Source: an optimization exercise on an open RTL-to-GDS flow (aim: small area and a short achievable clock period). Production flows keep margins and buffers that such runs may drop. RTL that was checked went through simulation tests only; none was proved equivalent to the original.

ember:
// cpu
module cpu( 
    input clk,                           
    input RST,                           
    output [23:0] AB,                    
    output sync,                         
    input [7:0] DI,                      
    output reg [7:0] DO,                 
    output WE,                           
    input IRQ,                           
    input NMI,                           
    input RDY,                           
    input debug );                       
 parameter
    SYNC  = 6'd0,
    IMM0  = 6'd1,
    PHA0  = 6'd2,
    PLA0  = 6'd3,
    ZPG0  = 6'd4,
    DATA  = 6'd5,
    ABS0  = 6'd6,
    ABS1  = 6'd7,
    BRA0  = 6'd8,
    JSR0  = 6'd9,
    JSR1  = 6'd10,
    JSR2  = 6'd11,
    RTS0  = 6'd12,
    RTS1  = 6'd13,
    RTS2  = 6'd14,
    JMP0  = 6'd15,
    JMP1  = 6'd16,
    IDX0  = 6'd17,
    IDX1  = 6'd18,
    IDX2  = 6'd19,
    BRK0  = 6'd20,
    BRK1  = 6'd21,
    BRK2  = 6'd22,
    BRK3  = 6'd23,
    RTI0  = 6'd24,
    IND0  = 6'd25,
    IND1  = 6'd26,
    ZPW0  = 6'd27,
    ABW0  = 6'd28,
    ABW1  = 6'd29,
    RMW0  = 6'd30,
    RMW1  = 6'd31,
    BRK4  = 6'd32,
    JMPW  = 6'd33,
    INDW  = 6'd34,
    ABSW  = 6'd35,
    ABWW  = 6'd36,
    JSRW  = 6'd37,
    JSRH  = 6'd38,
    JSRL  = 6'd39,
    JSR3  = 6'd40,
    JSR4  = 6'd41,
    RTSW  = 6'd42,
    IMMR  = 6'd43,
    ABSR  = 6'd44,
    ZPGR  = 6'd45,
    IDXR  = 6'd46,
    PHAR  = 6'd47,
    PHAS  = 6'd48,
    PLAR  = 6'd49;
parameter
    NOP   = 2'b00,
    LDA   = 2'b01,
    STA   = 2'b10,
    RMW   = 2'b11;
parameter
    DST__ = 2'b00,
    DST_X = 2'b01,
    DST_Y = 2'b10,
    DST_A = 2'b11;
parameter
    SRC__ = 2'b00,
    SRC_Z = 2'b00,
    SRC_X = 2'b01,
    SRC_Y = 2'b10,
    SRC_A = 2'b11;
parameter
    SEL_Z = 2'b00,
    SEL_X = 2'b01,
    SEL_Y = 2'b10,
    SEL_A = 2'b11;
parameter
    FLAG____ = 2'b00,
    FLAG_ADD = 2'b01,
    FLAG_CMP = 2'b10,
    FLAG_BIT = 2'b11;
parameter
    IZ = SEL_Z,
    IX = SEL_X,
    IY = SEL_Y;
parameter
    IDX___ = 2'b00,      
    IDX_X_ = 2'b01,      
    IDX__Y = 2'b10,      
    IDX_XY = 2'b11;      
parameter  
    ALU_____ = 9'b00_000_00_00,
    ALU_REG  = 9'b00_000_00_00,  
    ALU_INCA = 9'b00_000_00_01,  
    ALU_DECA = 9'b00_000_10_00,  
    ALU_LDA  = 9'b00_001_00_00,  
  ...
For scale: ~3,100 cells after synthesis, roughly 220 flip-flops, roughly 48 I/O pins.
clock: 11.0 ns
lec_check: 0
abc_area: 1
cap_margin: 20
core_margin: 2
core_utilization: 40
cts_buf_list: sky130_fd_sc_hd__clkbuf_8
cts_cluster_diameter: 60
cts_cluster_size: 14
place_density: 0.6
setup_slack_margin: 4
slew_margin: 20
run.sh (not shown) runs the stock make flow with config.mk's settings and CLKGATE_MAP_FILE= SYNTH_SCRIPT=/design/flow/synth_recipe.tcl, a recipe that flattens the netlist after the stock synthesis.
Edits applied to the flow inputs when going from ember to juniper:
--- a/flow/design.v
+++ b/flow/design.v
@@ -883,27 +883,28 @@
         s_run[si] = s_run[si - 1] & (S[si - 1] ^ push);
 end
 always @(posedge clk)
     if( txs )              S <= R[15:0];
     else if( push | pull ) S <= S ^ s_run;
 wire [23:0] base = ({24{bs_S}} & { 8'h00, S })
                  | ({24{bs_PC}} & PC)
                  | ({24{bs_D24}} & { DI, DR, D3 })
                  | ({24{bs_D16}} & { 8'h00, DI, DR })
                  | ({24{bs_H}} & ab_hold);
 wire [1:0] x_op = ab_bra ? { cond, 1'b0 } : ab_x;
 wire [1:0] h_op = ab_bra ? { cond, cond & DI[7] } : ab_h;
-wire [7:0] abl_a = (x_op == 2'b11) ? XY[7:0] : base[7:0];
-wire [7:0] abl_b = ((x_op == 2'b01) ? XY[7:0] : 8'h00) | (x_op[1] ? DI : 8'h00);
-wire [8:0] abl_sum = padd8( abl_a, abl_b, ab_ci );
+wire [7:0] abl_a = x_op[0] ? XY[7:0] : base[7:0];
+wire [8:0] abl_di = padd8( abl_a, DI, ab_ci );                              
+wire [8:0] abl_reg = base[7:0] + (x_op[0] ? XY[7:0] : 8'h00) + ab_ci;       
+wire [8:0] abl_sum = x_op[1] ? abl_di : abl_reg;
 wire abl_co = abl_sum[8] ^ (x_op[0] & XY[8]);
 wire [15:0] abh_base = base[23:8];
 wire abh_down = (h_op == 2'b11);
 wire [23:0] abh_run = allones( { 8'h00, abh_base ^ {16{abh_down}} } );
 wire abh_flip = h_op[0] ^ (h_op[1] & abl_co);
 wire [15:0] abh = abh_base ^ ({16{abh_flip}} & abh_run[15:0]);
 assign AB = { abh, abl_sum[7:0] };
 always @(posedge clk)
     if( ab_op[8] )
         ab_hold <= AB;
 always @(posedge clk)
     if( RST )
juniper does worse than ember on area enclosed by the die boundary. Diff juniper and ember: final cell count without fillers lower in ember. Min routed wire length across juniper and ember: ember. Measured against each other, juniper and ember differ in number of distinct standard cells referenced by the synthesized netlist, the higher figure coming from ember. ember → juniper: flip-flop and latch share of the layout cell area down 0.39 points, global-route usage over all layers flat.
Only the layout flow was run in juniper; the RTL was not checked for function there.

-- what the ideal ports hide --
No port has a modelled driver above. Below, the same layouts with a new extraction and two added sets of constraints. Step 1: set_driving_cell puts a clkbuf_16 on clk and a buf_2 on each other input, an assumption about the parent block. Step 2 moves the port delays by t, midway between the first and last clock arrival at a register: inputs arrive t later, outputs are due t later. That takes back most of the time a late clock gives input paths. Three values: ideal ports, drivers, drivers and shift; two values: the first two.
run | t, ns | setup slack, ns | hold WS [ns] | worst setup path after step 2
ember | 0.696 | 4.127 / 4.107 / 4.107 | 0.467 / 0.467 / 0.467 | input to output
juniper | 0.676 | 4.089 / 4.039 / 3.567 | 0.493 / 0.493 / 0.493 | input to register
After both steps every run listed still meets setup and hold. For juniper, which loses most, drivers alone change the setup slack by -0.050 ns; drivers and shift together by -0.522 ns.
